Source: an optimization exercise on an open RTL-to-GDS flow (aim: small area and a short achievable clock period). Production flows keep margins and buffers that such runs may drop.
In this exercise RTL edits were held to simulation tests only and were not proved equivalent to the original.
Power figures rest on the tool's default switching activity, not on a simulated workload.

==> flow/design.v <==
module SPI (tx_valid,tx_data,rx_valid,rx_data,rst_n,clk,SS_n,MISO,MOSI);
parameter IDLE = 3'b000;
parameter CHK_CMD = 3'b001;
parameter READ_ADD = 3'b010;
parameter READ_DATA = 3'b011;
parameter WRITE = 3'b100;
input MOSI,SS_n,rst_n,clk,tx_valid;
input [7:0] tx_data;
output rx_valid,MISO;
output [9:0] rx_data;
reg rx_valid_tmp,MISO_tmp;
reg [9:0] rx_data_tmp;
reg [2:0] cs,ns;
reg [3:0] shift_counter;
reg read_state;
reg state;
always @(posedge clk or negedge rst_n) begin
    if(!rst_n) begin
        cs<=IDLE;
    end
    else begin
        cs<=ns;
    end
end 
always @(cs or MOSI or SS_n or tx_valid or tx_data or state or read_state) begin
    case (cs)
    IDLE:begin
        if(!SS_n) begin
            ns=CHK_CMD;
        end
        else begin
            ns=IDLE;
        end
    end
     CHK_CMD:begin
        if(SS_n) begin
            ns=IDLE;
        end
        else begin
            if(!({SS_n,MOSI}))begin
                ns=WRITE;
            end
            else if((!(SS_n))&&(MOSI)&&(!(state))) begin
                ns=READ_ADD;
            end
            else begin
                ns=READ_DATA;
            end
        end
     end
     READ_ADD:begin
        if(~SS_n) begin
            ns=READ_ADD;
        end
        else begin
            ns=IDLE;
        end
     end   
     READ_DATA:begin
           if(~SS_n) begin
            ns=READ_DATA;
        end
        else begin
            ns=IDLE;
        end
     end
     WRITE:begin
           if(~SS_n) begin
            ns=WRITE;
        end
        else begin
            ns=IDLE;
        end
     end
     default:begin
        ns=IDLE;
     end
    endcase
end
always @(posedge clk ) begin
case(cs)
IDLE:begin
    shift_counter<=10;  
    rx_data_tmp<=0;
    rx_valid_tmp<=0;
    end
READ_ADD:begin
      if(shift_counter==0) begin
        rx_valid_tmp<=1;
        shift_counter<=10;
    end
    else begin
        rx_data_tmp<={MOSI,rx_data_tmp[9:1]};
        shift_counter<=shift_counter-1;
    end
end
READ_DATA:begin
    if((shift_counter==0)&&(!(read_state))) begin
        shift_counter<=8;
        rx_valid_tmp<=1;
    end
    else if ((shift_counter>0)&&(!(read_state))) begin
         rx_data_tmp<={MOSI,rx_data_tmp[9:1]};
         shift_counter<=shift_counter-1;  rx_valid_tmp<=0;
    end
    else if ((shift_counter==0)&&(read_state)) begin
        shift_counter<=10;
        rx_valid_tmp<=0;
    end
    else if (tx_valid) begin
        shift_counter<=shift_counter-1; rx_valid_tmp<=0;
    end
    end
WRITE:begin
    if(shift_counter==0) begin
        rx_valid_tmp<=1;
    end
    else begin
        rx_data_tmp<={MOSI,rx_data_tmp[9:1]};
        shift_counter<=shift_counter-1;
    end
end
endcase    
end
always @(posedge clk or negedge rst_n) begin
  if(~rst_n) begin
        state<=0;
        read_state<=0;
    end
    else begin
        case (cs)
        IDLE:begin
            read_state<=0;
        end
            READ_ADD:begin
                if(shift_counter==0) begin
                    state<=1;
                end
            end
           READ_DATA:begin
             if((shift_counter==0)&&(!(read_state))) begin
                read_state<=1;
             end
             else if ((shift_counter==0)&&(read_state)) begin
                read_state<=0;
                state<=0;
             end
           end
        endcase
    end   
end
wire miso_clr = (cs == IDLE);
wire miso_load = (cs == READ_DATA) && read_state && (shift_counter != 0) && tx_valid;
wire miso_bit = tx_data[shift_counter-1];
always @(posedge clk)
    MISO_tmp <= (~miso_clr & miso_load & miso_bit) | (~miso_clr & ~miso_load & MISO_tmp);
assign MISO=MISO_tmp;
assign rx_data=rx_data_tmp;
assign rx_valid=rx_valid_tmp;
endmodule 
module rram (din,clk,rst_n,rx_valid,dout,tx_valid);
parameter MEM_DEPTH=256;
parameter ADDR_SIZE = 8;
input [9:0] din;
input clk,rst_n,rx_valid;
output [7:0] dout;
output tx_valid;
reg [7:0] dout_tmp;
reg tx_valid_tmp;
reg [15:0] addr_hi_n, addr_lo_n;
reg [8*MEM_DEPTH-1:0] cells;
reg phase, phase_d;
reg [7:0] din_d, din_dd;
reg aset_d, wr_d, wr_dd;
reg rd_d, rd_dd;
reg [8*16-1:0] grp_n;
wire rd_now = rx_valid & din[9] & din[8];
reg [7:0] col;
wire wr_now = rst_n & rx_valid & ~din[9] & din[8];
reg [MEM_DEPTH-1:0] sel;
integer i;
always @* begin
    for (i = 0; i < MEM_DEPTH; i = i + 1)
        sel[i] = ~(addr_hi_n[i/16] | addr_lo_n[i%16]);
end
genvar w, g;
generate
for (w = 0; w < MEM_DEPTH; w = w + 1) begin : row
    always @(posedge clk)
        cells[w*8 +: 8] <= ~(({8{sel[w]}} & col) | cells[w*8 +: 8]);
end
for (g = 0; g < 16; g = g + 1) begin : stage1
    reg [7:0] acc;
    integer k;
    always @* begin
        acc = 8'd0;
        for (k = 0; k < 16; k = k + 1)
            acc = acc | ({8{~addr_lo_n[k]}} & cells[(g*16+k)*8 +: 8]);
    end
    always @(posedge clk)
        grp_n[g*8 +: 8] <= ~acc;
end
endgenerate
reg [15:0] hi_d;
reg [7:0] rdv;
integer j;
always @* begin
    rdv = 8'd0;
    for (j = 0; j < 16; j = j + 1)
        rdv = rdv | ({8{hi_d[j]}} & ~grp_n[j*8 +: 8]);
    rdv = rdv ^ {8{phase_d}};
end
always @(posedge clk) begin
    if (phase)
        phase <= 1'b0;
    else
        phase <= 1'b1;
    phase_d <= phase;
    hi_d <= ~addr_hi_n;
    din_d <= din[7:0];
    din_dd <= din_d;
    aset_d <= rst_n & rx_valid & ~din[8];
    wr_d <= wr_now;
    col <= wr_d ? (din_d ^ {8{~phase}}) :
           wr_now ? (din[7:0] ^ {8{~phase}}) : 8'd0;
    wr_dd <= wr_d;
    for (i = 0; i < 16; i = i + 1) begin
        addr_hi_n[i] <= (aset_d & (din_d[7:4] != i)) | (~aset_d & addr_hi_n[i]);
        addr_lo_n[i] <= (aset_d & (din_d[3:0] != i)) | (~aset_d & addr_lo_n[i]);
    end
end
always @(posedge clk or negedge rst_n) begin
    if (!rst_n) begin
        dout_tmp <= 0;
        tx_valid_tmp <= 0;
        rd_d <= 0;
        rd_dd <= 0;
    end else begin
        rd_d <= rd_now;
        rd_dd <= rd_d;
        if (rd_now | rd_d | rd_dd)
            dout_tmp <= rdv;
        if (rd_now)
            tx_valid_tmp <= 1;
    end
end
assign dout=dout_tmp;
assign tx_valid=tx_valid_tmp;
endmodule
module topmod (rst_n,clk,SS_n,MISO,MOSI);
input  MOSI,SS_n,rst_n,clk ;
output MISO;
wire rx_valid,tx_valid;
wire [9:0] rx_data;
wire [7:0] tx_data;
rram RAM_INTERFACE(.din(rx_data),.clk(clk),.rst_n(rst_n),.rx_valid(rx_valid),.dout(tx_data),.tx_valid(tx_valid));
SPI SPI_INTERFACE(.tx_valid(tx_valid),.tx_data(tx_data),.rx_valid(rx_valid),.rx_data(rx_data),.rst_n(rst_n),.clk(clk),.SS_n(SS_n),.MISO(MISO),.MOSI(MOSI));
endmodule 
Settings: LEC_CHECK=0, CAP_MARGIN=20, CORE_MARGIN=2, CORE_UTILIZATION=62, CTS_CLUSTER_DIAMETER=80, CTS_CLUSTER_SIZE=30, SETUP_SLACK_MARGIN=2.0, SLEW_MARGIN=20; clock period 4.2 ns.
run.sh (not shown) runs the stock make flow with config.mk's settings and CLKGATE_MAP_FILE= SYNTH_SCRIPT=/design/flow/synth_recipe.tcl, a recipe that flattens the netlist after the stock synthesis.
Change:
--- a/flow/design.v
+++ b/flow/design.v
@@ -210,12 +210,9 @@
         rdv = rdv | ({8{hi_d[j]}} & ~grp_n[j*8 +: 8]);
     rdv = rdv ^ {8{phase_d}};
 end
 always @(posedge clk) begin
-    if (phase)
-        phase <= 1'b0;
-    else
-        phase <= 1'b1;
+    phase <= ~phase;
     phase_d <= phase;
     hi_d <= ~addr_hi_n;
     din_d <= din[7:0];
     din_dd <= din_d;
Outcome: Cell area does not change; global-route usage stays the same; routed wire length stays the same; count of clock-buffer cells in the layout does not change; synthesized area does not change; first-iteration DRC count stays the same; worst setup slack is unchanged; critical path depth does not change; clock power is about the same; total power stays the same; sequential power is about the same; via count is unchanged; non-clock buffer count does not change.

static timing again, ports no longer ideal:
No port has a modelled driver above. Below, the same layouts with a new extraction and two added sets of constraints. Step 1 sets driving cells, clkbuf_16 on the clock port and buf_2 on the other inputs (assumed; they add their load-dependent delay and slew). Step 2 adds t to the input delays and takes it off the output delays; t is the mean of the earliest and latest rising clock arrival at the registers after step 1. Input paths then give back, and output paths get back, about the clock's delay inside the block. Slacks: ideal / step 1 / step 2; pairs: ideal / step 1.
run | shift t [ns] | setup slack, ns | worst setup path after step 2 | worst register clock-pin slew, ns | worst data-port slew with drivers (ns)
the first run | 0.808 | 1.960 / 1.960 / 1.487 | input to register | 0.12 / 0.12 | 0.03
the second run | 0.808 | 1.960 / 1.960 / 1.487 | input to register | 0.12 / 0.12 | 0.03
After both steps every run listed still meets setup and hold.
